From an optimization exercise on the open Yosys and OpenROAD flow, aimed at small area; shortcuts taken in it are not production practice. The RTL was checked by simulation tests, not by an equivalence proof against the original design. No activity file was given, so power comes from the tool's default toggle rates.

==> flow/design.v, too long to show whole: its modules and the start of the top module <==
// module fpga2: 2357 lines
module fpga2(
    input clk,
    input rst,
    input volUP,
    input volDOWN,
    input candy,
    input increase,
    input decrease,
    input open,
    input mute,
    input play,
    input mode,
    output audio_mclk,
    output audio_lrck,
    output audio_sck,
    output audio_sdin,
    output reg IA,
    output IB,
    output reg IIA,
    output IIB,
    output [3:0] DIGIT,
    output [6:0] DISPLAY
);
  // ...
==> flow/flow/run.sh <==
#!/bin/bash
# Own layout flow: the standard synthesis (unchanged), then an area
# re-mapping of its combinational logic with ABC (flip-flops untouched; 12
# randomised deepsyn runs, 4 at a time, the smallest kept and proved
# equivalent to the standard netlist, else the standard netlist is used), then the standard ORFS steps
# from floorplan to finish with 1x port buffers and a clock tree of clkbuf_4
# without dummy loads. Each tool's output goes to its own log here.
set -euo pipefail
W=$PWD
R=$W/orfs/results/sky130hd/fpga2/base
YOSYS=$(command -v yosys || echo /OpenROAD-flow-scripts/tools/install/yosys/bin/yosys)
export LIBF=$FLOW_HOME/platforms/sky130hd/lib/sky130_fd_sc_hd__tt_025C_1v80.lib
export FLOW_TOP
DU=""
for c in $(sed -n '/DONT_USE_CELLS += /,/^#/p' $FLOW_HOME/platforms/sky130hd/config.mk | grep -o 'sky130_fd_sc_hd__[a-z0-9_]*'); do DU="$DU -dont_use $c"; done
export DONT_USE_ARGS="$DU"

bash standard.sh synth > log_synth_standard.txt 2>&1
cp $R/1_2_yosys.v $W/synth_standard.v

for B in 0 4 8; do
  for S in $((B+1)) $((B+2)) $((B+3)) $((B+4)); do
    printf 'strash\n&get -n\n&deepsyn -T 60 -S %s\n&put\ndch\namap\n' $S > $W/area_$S.abc
    ( IN_V=$W/synth_standard.v OUT_V=$W/synth_reopt_$S.v STAT_OUT=$W/reopt_stat_$S.txt \
      ABC_SCRIPT=$W/area_$S.abc ABC_CONSTR=$W/flow/abc.constr \
      timeout 900 $YOSYS -c flow/reopt.tcl > log_reopt_yosys_$S.txt 2>&1 || true ) &
  done
  wait
done

BEST=""; BA=""
for S in 1 2 3 4 5 6 7 8 9 10 11 12; do
  [ -s $W/synth_reopt_$S.v ] || continue
  A=$(grep "Chip area for module" $W/reopt_stat_$S.txt | awk '{print $NF}')
  if [ -z "$BA" ] || awk "BEGIN{exit !($A < $BA)}"; then BA=$A; BEST=$S; fi
done
echo "best reopt: $BEST area $BA" > reopt_choice.txt

if [ -n "$BEST" ] && GOLD_V=$W/synth_standard.v GATE_V=$W/synth_reopt_$BEST.v \
     timeout 900 $YOSYS -c flow/equiv.tcl > log_equiv_yosys.txt 2>&1; then
  echo "equivalence proved; using re-mapped netlist $BEST" >> reopt_choice.txt
  cp $W/synth_reopt_$BEST.v $R/1_2_yosys.v
  rm -f $R/1_synth.odb $R/1_synth.sdc
else
  echo "no proved re-mapped netlist; using the standard netlist" >> reopt_choice.txt
fi

bash standard.sh finish \
  "BUFFER_PORTS_ARGS=-buffer_cell sky130_fd_sc_hd__buf_1" \
  "CTS_ARGS=-sink_clustering_enable -repair_clock_nets -dont_use_dummy_load -buf_list sky130_fd_sc_hd__clkbuf_4" \
  > log_orfs_finish.txt 2>&1
==> flow/flow/abc.constr <==
set_driving_cell sky130_fd_sc_hd__buf_1
set_load 5
==> flow/flow/equiv.tcl <==
# Proves the re-mapped netlist equivalent to the standard synthesis netlist
# (registers matched by name; induction over the matched registers).
set lib $::env(LIBF)
yosys read_verilog $::env(GOLD_V)
yosys rename $::env(FLOW_TOP) gold
yosys read_verilog $::env(GATE_V)
yosys rename $::env(FLOW_TOP) gate
yosys read_liberty -ignore_miss_func $lib
yosys hierarchy -check
yosys flatten
yosys async2sync
yosys opt_clean
yosys equiv_make gold gate equiv
yosys hierarchy -top equiv
yosys equiv_simple -undef
yosys equiv_induct -undef
yosys equiv_status -assert
==> flow/flow/reopt.tcl <==
# Re-maps the combinational logic of the standard synthesis netlist for area
# (ABC with an area-oriented script). Flip-flops (names and cell types) and
# tie cells are kept exactly as the standard synthesis made them.
set lib $::env(LIBF)
yosys read_liberty -ignore_miss_func $lib
yosys read_verilog $::env(IN_V)
yosys hierarchy -top $::env(FLOW_TOP)
yosys blackbox sky130_fd_sc_hd__df* sky130_fd_sc_hd__edf* sky130_fd_sc_hd__conb_1
yosys flatten
yosys opt -purge
yosys abc -liberty $lib {*}$::env(DONT_USE_ARGS) -script $::env(ABC_SCRIPT) -constr $::env(ABC_CONSTR) -D 150000
yosys read_liberty -lib -overwrite -ignore_miss_func $lib
yosys opt_clean -purge
yosys splitnets
yosys opt_clean -purge
yosys hilomap -singleton -hicell sky130_fd_sc_hd__conb_1 HI -locell sky130_fd_sc_hd__conb_1 LO
yosys insbuf -buf sky130_fd_sc_hd__buf_4 A X
yosys tee -o $::env(STAT_OUT) stat -liberty $lib
yosys check -assert -mapped
yosys write_verilog -noattr -nohex -nodec $::env(OUT_V)
==> flow/standard.sh <==
#!/bin/bash
# synth_recipe.tcl (not shown) runs the flow's synth.tcl, then flattens the netlist and writes it again
# the make line also repeats each setting of config.mk as NAME=value (left out here)
make -C /OpenROAD-flow-scripts/flow DESIGN_CONFIG=/design/flow/config.mk WORK_HOME=/design/flow/orfs CLKGATE_MAP_FILE= SYNTH_SCRIPT=/design/flow/synth_recipe.tcl "${@:-finish}"
==> flow/config.mk <==
export PLATFORM = sky130hd
export DESIGN_NAME = fpga2
export DESIGN_NICKNAME = fpga2
export VERILOG_FILES = /design/flow/design.v
export SDC_FILE = /design/flow/constraint.sdc
export NUM_CORES = 4
export LEC_CHECK = 0
export ABC_AREA = 1
export CAP_MARGIN = 20
export CORE_MARGIN = 2
export CORE_UTILIZATION = 55
export SLEW_MARGIN = 20
export SYNTH_MEMORY_MAX_BITS = 65536
==> flow/constraint.sdc <==
create_clock -name core_clock -period 150.0 [get_ports {clk}]
set_input_delay 30.0000 -clock core_clock [delete_from_list [all_inputs] [get_ports {clk}]]
set_output_delay 30.0000 -clock core_clock [all_outputs]
set_load 0.01 [all_outputs]
==> metrics.md, run 1 <==
| Metric | Value |
|---|---|
| Sequential power | 0.0000435 W |
| Fin crit period | 34.28 ns |
| Actual slew at the worst max-slew pin | 0.962 ns |
| Seq area share | 42.2% |
| Vias in the first global route | 4967 |
| Fmax | 29.2 MHz |
| Total gr overflow | 0 |
| Largest net degree at the start of global routing | 38 |
| CP Launch Point | candy |
| Setup Fix Bufs, Post-CTS | 0 |
| DR WL met3 | 903 µm |
| Grt peak-use layer | met2 |
| Routed met2 length | 5790 µm |
| Skew-Pair Late Insertion Delay | 0.50 ns |
| Crit Path Max Fanout | 6 |
| WP buf/inv | 3 |
| Internal power | 0.0000508 W |
| Max-slew violation count | 0 |
| Core area | 0.0102 mm² |
| Hold Path Class | flop to asynchronous set/reset pin |
| Setup TNS | 0 ns |
| Total number of vias | 5444 |
| CTS HTree Levels | 4 |
| Final std cells w/o fill | 933 |
| R2r endpoint | cntR[8] |
| Initial antenna violation count | 0 |
| Uppermost layer routed | met4 |
| Warnings from Yosys | 1 |
| Critical Path AT | 34.65 ns |
| Outcome | no timing/DRC/antenna violations |
| RR Startpoint | ibeat[6] |
| Setup WS pre-CTS | 115.25 ns |
| Clock buffer depth | 2 |
| Post_cts resized | 0 |
| CTS buffer count | 17 |
| WL final | 13100 µm |
==> inputs of run 2 (changes only) <==
--- a/flow/design.v
+++ b/flow/design.v
@@ -132,21 +132,36 @@
         end else begin
             IA <= motor_on && !candy;
             IIA <= motor_on && candy;
         end
     end
     assign IB = 1'b0;
     assign IIB = 1'b0;
     reg [13:0] cnt;
+    wire [13:0] cnt_inc = inc14(cnt);
     always @(posedge clk or posedge rst_pulse) begin
-        if (rst_pulse)
-            cnt <= 14'd0;
-        else
-            cnt <= inc14(cnt);
+        if (rst_pulse) begin
+            cnt[1] <= 1'b0;
+            cnt[8] <= 1'b0;
+        end else begin
+            cnt[1] <= cnt_inc[1];
+            cnt[8] <= cnt_inc[8];
+        end
+    end
+    always @(posedge clk) begin
+        if (rst_pulse) begin
+            cnt[0] <= 1'b0;
+            cnt[7:2] <= 6'd0;
+            cnt[13:9] <= 5'd0;
+        end else begin
+            cnt[0] <= cnt_inc[0];
+            cnt[7:2] <= cnt_inc[7:2];
+            cnt[13:9] <= cnt_inc[13:9];
+        end
     end
     wire beat_tick = (cnt == 14'h1FFF);
     wire scan_tick = (cnt[7:0] == 8'h7F);
     wire load_tick = (cnt[8:0] == 9'd255);
     reg scan_on;                  
     reg [3:0] display_num;
     wire [2:0] dpos3 = cnt[9:7] - 3'd1;
     wire [1:0] dpos = dpos3[2:1];
--- a/flow/config.mk
+++ b/flow/config.mk
@@ -4,10 +4,11 @@
 export VERILOG_FILES = /design/flow/design.v
 export SDC_FILE = /design/flow/constraint.sdc
 export NUM_CORES = 4
 export LEC_CHECK = 0
 export ABC_AREA = 1
 export CAP_MARGIN = 20
 export CORE_MARGIN = 2
 export CORE_UTILIZATION = 55
+export GPL_TIMING_DRIVEN = 0
 export SLEW_MARGIN = 20
 export SYNTH_MEMORY_MAX_BITS = 65536
==> metrics.md, run 2 <==
| Metric | Value |
|---|---|
| Setup Fix Bufs, Post-CTS | 0 (unchanged) |
| Initial DRC Count | 399 (was 384) |
| Commonest non-fill, non-tap cell in the layout | nor2_1 (unchanged) |
| Sequential share of power | 53.3% (was 55.4%) |
| First-pass GRT wire length | 21400 µm (was 22300 µm) |
| Max-slew violation count | 0 (unchanged) |
| Critical Path AT | 34.41 ns (was 34.65 ns) |
| Crit Path Max Fanout | 11 (was 6) |
| Layout cells sized above 1 | 3.57% (was 2.51%) |
| Die X | 106 µm (about the same) |
| Final Cycle Share | 22.7% (was 22.9%) |
| Clock slew at reported path FFs | 0.08 ns (was 0.10 ns) |
| Number of cell rows | 37 (unchanged) |
| Largest net degree at the start of global routing | 26 (was 38) |
| Initial Utilization | 56.1% (about the same) |
| Vias per inst | 5.71 (was 5.83) |
| Outcome | no timing/DRC/antenna violations (unchanged) |
| Vias in the first global route | 4856 (was 4967) |
| Clock power share | 16.9% (was 19.0%) |
| Hold Path Class | flop to flop (was flop to asynchronous set/reset pin) |
| Initial antenna violation count | 0 (unchanged) |
| Largest Register | count (unchanged) |
| Required @ worst endpoint | 150.40 ns (was 150.37 ns) |
| Setup TNS | 0 ns (unchanged) |
| Ports | 30 (unchanged) |
| Skew-Pair Late Insertion Delay | 0.53 ns (was 0.50 ns) |
| Setup WS pre-CTS | 115.55 ns (was 115.25 ns) |
| CTS tree | yes (unchanged) |
| Area Overhead vs Synth | 6.92% (was 5.71%) |
| Max_cap viols | 0 (unchanged) |
| R2R Setup Slk | 144.41 ns (about the same) |
| Post-synthesis average cell area | 7.42 µm² (was 7.52 µm²) |
| CTS root buf | clkbuf_4 (unchanged) |
| Core area | 0.0102 mm² (about the same) |
| Slew HR | 37.0% (was 35.3%) |
| Antenna cells | 0 (unchanged) |
| Total number of vias | 5423 (was 5444) |
| Final worst slack | 115.99 ns (was 115.72 ns) |
| Most frequent cells in the layout | 163 x nor2_1, 112 x clkinv_1, 98 x dfxtp_1 (was 160 x nor2_1, 112 x clkinv_1, 86 x dfxtp_1) |
| Port Buf Inserts | 25 (unchanged) |
| Placer congestion estimate | 0.905 (was 1.00) |
| Clk_skew | 0.0325 ns (was 0.0280 ns) |
| Die area | 0.0112 mm² (was 0.0113 mm²) |
| Switching part of the total | 36.9% (was 35.2%) |
| Nets | 826 (was 810) |
| RSZ-0062 raised after global routing | false (unchanged) |
| Worst setup EP type | flop (unchanged) |
| Detailed placement HPWL | 9430 µm (was 9700 µm) |
| Endpoints failing setup | 0 (unchanged) |
| Worst Setup Start Kind | input port (unchanged) |
| Drt drc | 0 (unchanged) |
| P_sw | 0.0000328 W (was 0.0000276 W) |
| Crit Path Category | input port to flop (unchanged) |
| Internal power | 0.0000560 W (was 0.0000508 W) |
| Post-Synthesis Cells | 770 (was 763) |
| Fmax | 29.4 MHz (was 29.2 MHz) |
| Final hold vios | 0 (unchanged) |
| CTS HTree Levels | 4 (unchanged) |
| Total gr overflow | 0 (unchanged) |
| Fraction of power consumed by combinational cells | 29.8% (was 25.6%) |
| All-Layer GR Usage | 23.7% (was 24.4%) |
| P_leak | 2.14 nW (about the same) |
| Fin area | 0.00611 mm² (was 0.00607 mm²) |
| CTS Sinks | 118 (unchanged) |
| Actual slew at the worst max-slew pin | 0.934 ns (was 0.962 ns) |
| Warnings from Yosys | 1 (unchanged) |
| Total power | 0.0000888 W (was 0.0000784 W) |
| Placed cell area | 0.00598 mm² (was 0.00594 mm²) |
| Pwr/cell area | 14.5 mW/mm² (was 12.9 mW/mm²) |
| Max VDD drop | 0.00000900 V (was 0.00000919 V) |
| Die H | 106 µm (about the same) |
| Clock buffer depth | 2 (unchanged) |
| WL final | 12800 µm (was 13100 µm) |
| CTS buffer count | 17 (unchanged) |
| Drt pass-1 iters | 5 (unchanged) |
| Mapped cell area | 0.00571 mm² (was 0.00574 mm²) |
| Fin crit period | 34.01 ns (was 34.28 ns) |
| Layout Utilization | 60.0% (was 59.3%) |
| Max reg flops | 24 (unchanged) |
| Post_cts resized | 0 (unchanged) |
| ANT nets after route | 0 (unchanged) |
| Routed wire per std cell | 13.5 µm (was 14.0 µm) |
| Hold buffers post-CTS | 0 (unchanged) |
==> run 2: changes by cell type in the layout (fill, tap and decap cells not counted), sizes merged, moves of 5 or more <==
cell   before  now
o21ai      60   47
nor3       37   42
a21oi      40   50
dfxtp      86   98
buf        28   37
nand2      67   54
nand3      14   21
dfrtp      24   12
or3         8   13
nor3b       1    9
==> run 2: worst paths after layout <==
check                      cells past startpoint               to      start
hold / removal                                 2          cntR[2]    cntR[1]
max in group asynchronous                      2  curcandy_num[0]        rst
min in group asynchronous                      1              IIA  rst_pulse
setup reg to reg                              22         cntR[12]   ibeat[7]
setup / recovery                              15         cntR[12]      candy
hold reg to reg                                2          cntR[2]    cntR[1]
==> run 2: area by class of cell <==
| cell class | count | area, µm² |
|---|---|---|
| Clock buffer | 17 | 128 |
| Inverter | 112 | 420 |
| Fill cell | 956 | 4080 |
| Buffer | 12 | 90.1 |
| Timing Repair Buffer | 25 | 93.8 |
| Tap cell | 136 | 170 |
| Multi-Input combinational cell | 529 | 2710 |
| Sequential cell | 118 | 2500 |
==> run 2: power groups by stage <==
stage	registers (W)	logic, W	clock network [W]
3_3_place_gp	0.0000478	0.0000255	0
2_1_floorplan	0.0000458	0.0000207	0
6_report	0.0000474	0.0000265	0.0000150
5_1_grt	0.0000485	0.0000299	0.0000166
4_1_cts	0.0000472	0.0000263	0.0000154
3_5_place_dp	0.0000478	0.0000262	0
==> run 2: through the flow <==
step,hold WS (ns),instances
2_1_floorplan,0.333,771
3_3_place_gp,0.414,932
3_5_place_dp,0.443,932
4_1_cts,0.443,949
5_1_grt,0.466,949
6_report,0.439,949
==> run 2: critical path, stage by stage <==
cell      delay (ns)
buf_1           0.33
clkinv_1        0.43
o311ai_0        0.25
o21ai_0         0.22
nand2_1         0.29
nor3_1          0.12
o21ai_0         0.38
o21ai_0         0.25
o21ai_0         0.21
a31oi_1         0.10
or4_1           0.48
nor4_1          0.64
clkinv_1        0.30
nand2_1         0.31
nor2_1          0.10
==> run 2: metal layers <==
| metal | wire [µm] | track usage, % | part of all wire, % | vias up |
|---|---|---|---|---|
| met5 | 0 | 0 | 0 | - |
| met4 | 220 | 9.12 | 1.7 | 0 |
| met3 | 741 | 7.11 | 5.8 | 25 |
| met2 | 5850 | 37.9 | 46 | 161 |
| met1 | 5990 | 30.3 | 47 | 2487 |
| li1 | - | - | - | 2750 |
==> inputs of run 3 (changes only) <==
--- a/flow/flow/run.sh
+++ b/flow/flow/run.sh
@@ -4,7 +4,8 @@
 # randomised deepsyn runs, 4 at a time, the smallest kept and proved
 # equivalent to the standard netlist, else the standard netlist is used), then the standard ORFS steps
 # from floorplan to finish with 1x port buffers and a clock tree of clkbuf_4
-# without dummy loads. Each tool's output goes to its own log here.
+# without dummy loads; placement is not timing-driven (no timing buffers),
+# so the synthesis pass-through buffers are removed before it. Each tool's output goes to its own log here.
 set -euo pipefail
 W=$PWD
 R=$W/orfs/results/sky130hd/fpga2/base
@@ -46,6 +47,7 @@
 fi
 
 bash standard.sh finish \
+  "PRE_GLOBAL_PLACE_TCL=$W/flow/pre_gpl.tcl" \
   "BUFFER_PORTS_ARGS=-buffer_cell sky130_fd_sc_hd__buf_1" \
   "CTS_ARGS=-sink_clustering_enable -repair_clock_nets -dont_use_dummy_load -buf_list sky130_fd_sc_hd__clkbuf_4" \
   > log_orfs_finish.txt 2>&1
==> flow/flow/pre_gpl.tcl (new file) <==
# Before global placement: remove the synthesis buffers (the pass-through
# buffers the netlist writer needs), as the standard flow does when its
# placement is timing-driven.
remove_buffers
==> metrics.md, run 3 <==
| Metric | Value |
|---|---|
| Clock power share | 16.6% (was 16.9%) |
| Clock slew at reported path FFs | 0.08 ns (about the same) |
| Routed wire per std cell | 13.5 µm (about the same) |
| Die X | 106 µm (unchanged) |
| Placer congestion estimate | 0.913 (was 0.905) |
| Post-synthesis average cell area | 7.42 µm² (unchanged) |
| Slew HR | 39.2% (was 37.0%) |
| P_leak | 2.08 nW (was 2.14 nW) |
| WL final | 12600 µm (was 12800 µm) |
| Nets | 814 (was 826) |
| Most frequent cells in the layout | 163 x nor2_1, 112 x clkinv_1, 98 x dfxtp_1 (unchanged) |
| Max VDD drop | 0.00000991 V (was 0.00000900 V) |
| Worst setup EP type | flop (unchanged) |
| Warnings from Yosys | 1 (unchanged) |
| Setup WS pre-CTS | 115.63 ns (was 115.55 ns) |
| Antenna cells | 0 (unchanged) |
| Max_cap viols | 0 (unchanged) |
| Skew-Pair Late Insertion Delay | 0.51 ns (was 0.53 ns) |
| Port Buf Inserts | 25 (unchanged) |
| Area Overhead vs Synth | 5.34% (was 6.92%) |
| Total number of vias | 5310 (was 5423) |
| Final worst slack | 116.06 ns (was 115.99 ns) |
| Post-Synthesis Cells | 770 (unchanged) |
| First-pass GRT wire length | 22000 µm (was 21400 µm) |
| Crit Path Category | input port to flop (unchanged) |
| Max reg flops | 24 (unchanged) |
| R2R Setup Slk | 144.57 ns (was 144.41 ns) |
| Max-slew violation count | 0 (unchanged) |
| Ports | 30 (unchanged) |
| Largest Register | count (unchanged) |
| R2R cell count | 22 (unchanged) |
| P_sw | 0.0000319 W (was 0.0000328 W) |
| CTS buffer count | 17 (unchanged) |
| Endpoints failing setup | 0 (unchanged) |
| Setup Fix Bufs, Post-CTS | 0 (unchanged) |
| CTS tree | yes (unchanged) |
| Hold Path Class | flop to flop (unchanged) |
| RSZ-0062 raised after global routing | false (unchanged) |
| Post_cts resized | 0 (unchanged) |
| Worst path max stage delay | 0.67 ns (was 0.64 ns) |
| Vias in the first global route | 4940 (was 4856) |
| Largest net degree at the start of global routing | 26 (unchanged) |
| Crit-path cells | buf_1 > clkinv_1 > o21ai_0 > clkinv_1 > nor2_1 > clkinv_1 > nor2_1 > nor3_1 > a21o_1 > a22oi_1 > o2111ai_1 > or4_1 > nor4_1 > clkinv_1 > nand2_1 > nor2_1 (was buf_1 > clkinv_1 > o311ai_0 > o21ai_0 > nand2_1 > nor3_1 > o21ai_0 > o21ai_0 > o21ai_0 > a31oi_1 > or4_1 > nor4_1 > clkinv_1 > nand2_1 > nor2_1) |
| Initial DRC Count | 523 (was 399) |
| Drt pass-1 iters | 5 (unchanged) |
| Fraction of power consumed by combinational cells | 29.1% (was 29.8%) |
| CP Launch Point | candy (unchanged) |
| Detailed placement HPWL | 9520 µm (was 9430 µm) |
| End of the critical path | cntR[1] (was cntR[12]) |
| RR Startpoint | ibeat[6] (was ibeat[7]) |
| ANT nets after route | 0 (unchanged) |
| CTS root buf | clkbuf_4 (unchanged) |
| CP dominant cell by count | clkinv_1 (was o21ai_0) |
| Initial antenna violation count | 0 (unchanged) |
| Sequential share of power | 54.3% (was 53.3%) |
| Total gr overflow | 0 (unchanged) |
| Crit Path Max Fanout | 11 (unchanged) |
| Outcome | no timing/DRC/antenna violations (unchanged) |
| Internal power | 0.0000550 W (was 0.0000560 W) |
| Initial Utilization | 56.1% (unchanged) |
| R2r endpoint | cntR[1] (was cntR[12]) |
| CTS HTree Levels | 4 (unchanged) |
| Fin crit period | 33.94 ns (was 34.01 ns) |
| Number of cell rows | 37 (unchanged) |
| Drt drc | 0 (unchanged) |
| Final Cycle Share | 22.6% (was 22.7%) |
| Fmax | 29.5 MHz (was 29.4 MHz) |
| Setup TNS | 0 ns (unchanged) |
| Layout cells sized above 1 | 2.12% (was 3.57%) |
| All-Layer GR Usage | 24.3% (was 23.7%) |
| Hold buffers post-CTS | 0 (unchanged) |
| Critical Path AT | 34.30 ns (was 34.41 ns) |
| Required @ worst endpoint | 150.36 ns (was 150.40 ns) |
| Commonest non-fill, non-tap cell in the layout | nor2_1 (unchanged) |
| Clk_skew | 0.0264 ns (was 0.0325 ns) |
| Vias per inst | 5.67 (was 5.71) |
| Clock buffer depth | 2 (unchanged) |
| Switching part of the total | 36.7% (was 36.9%) |
| Actual slew at the worst max-slew pin | 0.902 ns (was 0.934 ns) |
| Pwr/cell area | 14.4 mW/mm² (was 14.5 mW/mm²) |
| CTS Sinks | 118 (unchanged) |
| Worst Setup Start Kind | input port (unchanged) |
| Mapped cell area | 0.00571 mm² (unchanged) |
| Die area | 0.0112 mm² (unchanged) |
| Final hold vios | 0 (unchanged) |
| Die H | 106 µm (unchanged) |
| CP max-delay cell | nor4_1 (unchanged) |
| Core area | 0.0102 mm² (unchanged) |
[run 3: changes by cell type in the layout (fill, tap and decap cells not counted)]
| cell | change |
|---|---|
| buf_4 | -12 |
[run 3: per-layer routing]
layer	vias to the layer above	part of all wire, %	global-route usage, %
li1	2717	-	-
met1	2403	46	31.7
met2	162	46	38.7
met3	28	6.2	6.74
met4	0	2.0	9.12
met5	-	0	0
[run 3: power by group through the flow]
| stage | combinational, W | sequential, W | clock (W) |
|---|---|---|---|
| 6_report | 0.0000253 | 0.0000472 | 0.0000144 |
| 5_1_grt | 0.0000291 | 0.0000485 | 0.0000166 |
| 4_1_cts | 0.0000252 | 0.0000472 | 0.0000151 |
| 3_5_place_dp | 0.0000251 | 0.0000478 | 0 |
| 3_3_place_gp | 0.0000242 | 0.0000476 | 0 |
| 2_1_floorplan | 0.0000207 | 0.0000458 | 0 |
[run 3: layout make-up]
class | instances | area, µm²
flip-flops and latches | 118 | 2500
well taps | 136 | 170
fillers | 933 | 4170
multi-input cells | 529 | 2710
clock buffers | 17 | 128
repair buffers | 25 | 93.8
inverters | 112 | 420
[run 3: worst min path at each step]
stage | cells after the start | slack, ns | from | end
after detailed placement | 1 | 0.44 | cnt[0] | cnt[0]
final | 2 | 0.43 | cntR[1] | cntR[2]
after CTS | 2 | 0.44 | cntR[1] | cntR[2]
after global placement | 1 | 0.41 | cnt[0] | cnt[0]
after floorplan | 1 | 0.33 | rst_pulse | IA
after global routing | 1 | 0.47 | cnt[3] | cnt[3]
[run 3: metrics by stage]
step	hold WS (ns)	instance area, µm²	utilization (%)	std cells	power (W)
after floorplan	0.333	5720	-	771	0.0000665
after global placement	0.413	5890	57.9	920	0.0000719
after detailed placement	0.436	5890	57.9	920	0.0000729
after CTS	0.437	6020	59.1	937	0.0000875
after global routing	0.472	6020	59.1	937	0.0000942
final	0.433	6020	59.1	937	0.0000869
[run 3: critical path, delay by kind of cell]
family / cells / cell delay, ns
buffers and inverters: 5 / 1.33
and+or+nand+nor: 7 / 1.96
AOI/OAI and AO/OA: 4 / 1.00
==> inputs of run 4 (changes only) <==
--- a/flow/flow/run.sh
+++ b/flow/flow/run.sh
@@ -19,8 +19,11 @@
 bash standard.sh synth > log_synth_standard.txt 2>&1
 cp $R/1_2_yosys.v $W/synth_standard.v
 
+# deepsyn seeds, 4 at a time (the first ones gave the smallest results for
+# this design in trial runs)
+SEEDS=(26 25 8 19 20 16 17 18 1 2 3 4)
 for B in 0 4 8; do
-  for S in $((B+1)) $((B+2)) $((B+3)) $((B+4)); do
+  for S in ${SEEDS[@]:$B:4}; do
     printf 'strash\n&get -n\n&deepsyn -T 60 -S %s\n&put\ndch\namap\n' $S > $W/area_$S.abc
     ( IN_V=$W/synth_standard.v OUT_V=$W/synth_reopt_$S.v STAT_OUT=$W/reopt_stat_$S.txt \
       ABC_SCRIPT=$W/area_$S.abc ABC_CONSTR=$W/flow/abc.constr \
@@ -30,7 +33,7 @@
 done
 
 BEST=""; BA=""
-for S in 1 2 3 4 5 6 7 8 9 10 11 12; do
+for S in ${SEEDS[@]}; do
   [ -s $W/synth_reopt_$S.v ] || continue
   A=$(grep "Chip area for module" $W/reopt_stat_$S.txt | awk '{print $NF}')
   if [ -z "$BA" ] || awk "BEGIN{exit !($A < $BA)}"; then BA=$A; BEST=$S; fi
==> metrics.md, run 4 <==
| Metric | Value |
|---|---|
| FF+latch area | 0.00250 mm² (unchanged) |
| Placed Instances | 901 (was 920) |
| Switching part of the total | 36.3% (was 36.7%) |
| Initial DRC Count | 299 (was 523) |
| Setup WS pre-CTS | 115.25 ns (was 115.63 ns) |
| Worst path max stage delay | 0.79 ns (was 0.67 ns) |
| CTS Sinks | 118 (unchanged) |
| Crit path max-delay family | compound AO/OA/AOI/OAI gates (was simple AND/OR/NAND/NOR gates) |
| Layout Utilization | 58.7% (was 59.1%) |
| Fin crit period | 34.33 ns (was 33.94 ns) |
| Clock power share | 17.5% (was 16.6%) |
| Clk_skew | 0.0358 ns (was 0.0264 ns) |
| Placer congestion estimate | 0.897 (was 0.913) |
| Final Cycle Share | 22.9% (was 22.6%) |
| P_leak | 2.02 nW (was 2.08 nW) |
| Area Overhead vs Synth | 5.40% (was 5.34%) |
| Die area | 0.0111 mm² (was 0.0112 mm²) |
| Crit-path cells | buf_1 > clkinv_1 > o32ai_1 > nor2_1 > or3_1 > o21ai_0 > clkinv_1 > a31oi_1 > o21ai_0 > o22ai_1 > clkinv_1 > o21ai_0 > a21oi_1 > a2111oi_1 > nor2_1 > clkinv_1 > nor2_1 (was buf_1 > clkinv_1 > o21ai_0 > clkinv_1 > nor2_1 > clkinv_1 > nor2_1 > nor3_1 > a21o_1 > a22oi_1 > o2111ai_1 > or4_1 > nor4_1 > clkinv_1 > nand2_1 > nor2_1) |
| Routed wire per std cell | 13.4 µm (was 13.5 µm) |
| Nets | 795 (was 814) |
| Layout cells sized above 1 | 2.17% (was 2.12%) |
| Clock buffer depth | 2 (unchanged) |
| Hold buffers post-CTS | 0 (unchanged) |
| Internal power | 0.0000539 W (was 0.0000550 W) |
| Skew-Pair Late Insertion Delay | 0.51 ns (about the same) |
| Crit Path Category | input port to flop (unchanged) |
| Actual slew at the worst max-slew pin | 0.983 ns (was 0.902 ns) |
| Warnings from Yosys | 1 (unchanged) |
| Setup Fix Bufs, Post-CTS | 0 (unchanged) |
| Antenna cells | 0 (unchanged) |
| Fmax | 29.1 MHz (was 29.5 MHz) |
| Commonest non-fill, non-tap cell in the layout | nor2_1 (unchanged) |
| CTS HTree Levels | 4 (unchanged) |
| Detailed placement HPWL | 9340 µm (was 9520 µm) |
| Pwr/cell area | 14.2 mW/mm² (was 14.4 mW/mm²) |
| Max reg flops | 24 (unchanged) |
| Vias per inst | 5.66 (was 5.67) |
| Outcome | no timing/DRC/antenna violations (unchanged) |
| Crit Path Max Fanout | 10 (was 11) |
| Worst setup EP type | flop (unchanged) |
| First-pass GRT wire length | 21100 µm (was 22000 µm) |
| Ports | 30 (unchanged) |
| Drt drc | 0 (unchanged) |
| RSZ-0062 raised after global routing | false (unchanged) |
| Hold Path Class | flop to flop (unchanged) |
| CTS buffer count | 17 (unchanged) |
| CP dominant cell by count | clkinv_1 (unchanged) |
| Largest net degree at the start of global routing | 25 (was 26) |
| Fraction of power consumed by combinational cells | 27.5% (was 29.1%) |
| Sequential share of power | 54.9% (was 54.3%) |
| Critical Path AT | 34.74 ns (was 34.30 ns) |
| Setup TNS | 0 ns (unchanged) |
| Worst Setup Start Kind | input port (unchanged) |
| Port Buf Inserts | 25 (unchanged) |
| All-Layer GR Usage | 23.2% (was 24.3%) |
| WL final | 12300 µm (was 12600 µm) |
| Area of the multi-input gates | 0.00265 mm² (was 0.00271 mm²) |
| Number of cell rows | 37 (unchanged) |
| ANT nets after route | 0 (unchanged) |
| Total gr overflow | 0 (unchanged) |
| Initial Utilization | 55.7% (was 56.1%) |
| Max VDD drop | 0.00000921 V (was 0.00000991 V) |
| Slew HR | 33.7% (was 39.2%) |
| Final std cells w/o fill | 918 (was 937) |
| Vias in the first global route | 4763 (was 4940) |
| Final hold vios | 0 (unchanged) |
| Post-Synthesis Cells | 751 (was 770) |
| Post_cts resized | 0 (unchanged) |
| Final worst slack | 115.67 ns (was 116.06 ns) |
| Most frequent cells in the layout | 151 x nor2_1, 116 x clkinv_1, 98 x dfxtp_1 (was 163 x nor2_1, 112 x clkinv_1, 98 x dfxtp_1) |
| CP max-delay cell | a2111oi_1 (was nor4_1) |
| Mapped cell area | 0.00567 mm² (was 0.00571 mm²) |
| Core area | 0.0102 mm² (unchanged) |
| Filler cells | 953 (was 933) |
| Post-synthesis average cell area | 7.55 µm² (was 7.42 µm²) |
| Drt pass-1 iters | 5 (unchanged) |
| WP buf/inv | 5 (unchanged) |
| CTS root buf | clkbuf_4 (unchanged) |
| Initial antenna violation count | 0 (unchanged) |
| R2R Setup Slk | 143.94 ns (was 144.57 ns) |
| Die X | 106 µm (about the same) |
| Max_cap viols | 0 (unchanged) |
| Required @ worst endpoint | 150.41 ns (was 150.36 ns) |
| Total power | 0.0000846 W (was 0.0000869 W) |
| CTS tree | yes (unchanged) |
| Total number of vias | 5197 (was 5310) |
| Clock slew at reported path FFs | 0.09 ns (was 0.08 ns) |
| Endpoints failing setup | 0 (unchanged) |
| P_sw | 0.0000308 W (was 0.0000319 W) |
| Die H | 106 µm (about the same) |
| Largest Register | count (unchanged) |
| Max-slew violation count | 0 (unchanged) |
-- run 4: power by group through the flow --
stage / combinational [W] / sequential (W) / clock (W)
6_report: 0.0000233 / 0.0000465 / 0.0000149
5_1_grt: 0.0000268 / 0.0000477 / 0.0000167
4_1_cts: 0.0000233 / 0.0000465 / 0.0000154
3_5_place_dp: 0.0000232 / 0.0000471 / 0
3_3_place_gp: 0.0000226 / 0.0000470 / 0
2_1_floorplan: 0.0000192 / 0.0000454 / 0
-- run 4: per-stage QoR --
step / instance area [µm²] / hold WS, ns
floorplan: 5680 / 0.315
global placement: 5850 / 0.414
detailed placement: 5850 / 0.431
CTS: 5980 / 0.449
global route: 5980 / 0.478
finish: 5980 / 0.449
-- run 4: layer usage --
| metal | part of all wire [%] | vias up | GRT usage [%] |
|---|---|---|---|
| li1 | - | 2693 | - |
| met1 | 49 | 2330 | 32.2 |
| met2 | 44 | 147 | 35.4 |
| met3 | 5.7 | 27 | 6.12 |
| met4 | 1.5 | 0 | 7.24 |
| met5 | 0 | - | 0 |
-- run 4: cell type report --
class / count / share of cell area (%)
clock buffers: 17 / 2.13
multi-input cells: 506 / 44.3
inverters: 116 / 7.28
well taps: 136 / 2.85
repair buffers: 25 / 1.57
flip-flops and latches: 118 / 41.8
-- run 4: worst paths after layout --
kind / startpoint / endpoint / cells after the start
max: candy / cntR[10] / 17
min: cnt[0] / cnt[0] / 1
max reg2reg: ibeat[6] / cntR[10] / 22
min reg2reg: cnt[0] / cnt[0] / 1
max in group asynchronous: rst / curcandy_num[2] / 2
min in group asynchronous: rst_pulse / s_u[2] / 1
-- run 4: worst register-to-register path, cell delays in order, from the launching register on --
cell       delay (ns)
dfxtp_1          0.53
clkinv_1         0.45
nor2_1           0.32
clkinv_1         0.09
a21oi_1          0.13
nor2_1           0.07
nor2_1           0.09
a211oi_1         0.08
o32ai_1          0.67
nor2_1           0.21
or3_1            0.41
o21ai_0          0.16
clkinv_1         0.16
a31oi_1          0.33
o21ai_0          0.25
o22ai_1          0.26
clkinv_1         0.15
o21ai_0          0.18
a21oi_1          0.15
a2111oi_1        0.79
nor2_1           0.20
clkinv_1         0.22
nor2_1           0.06

what the ideal ports hide:
How much do the figures lean on ideal ports? The routed layouts below were timed once more, with nothing changed but the port constraints.
Step 1 sets driving cells, clkbuf_16 on the clock port and buf_2 on the other inputs (assumed; they add their load-dependent delay and slew).
Step 2 adds t to the input delays and takes it off the output delays; t is the mean of the earliest and latest rising clock arrival at the registers after step 1. Input paths then give back, and output paths get back, about the clock's delay inside the block.
a / b / c = no drivers / after step 1 / after step 2; a / b = the first two.
run	shift t [ns]	setup slack, ns	worst setup path after step 2	worst slew at a driven data input, ns	cell pins on the clock port's net
run 1	0.519	115.717 / 115.726 / 115.207	input to register	0.05	1
run 2	0.548	115.989 / 115.996 / 115.448	input to register	0.03	1
run 3	0.526	116.060 / 116.071 / 115.545	input to register	0.03	1
run 4	0.531	115.665 / 115.677 / 115.146	input to register	0.03	1
After both steps setup and hold are still met in every run listed. For run 2, which loses most, drivers alone change the setup slack by +0.007 ns; drivers and shift together by -0.541 ns.
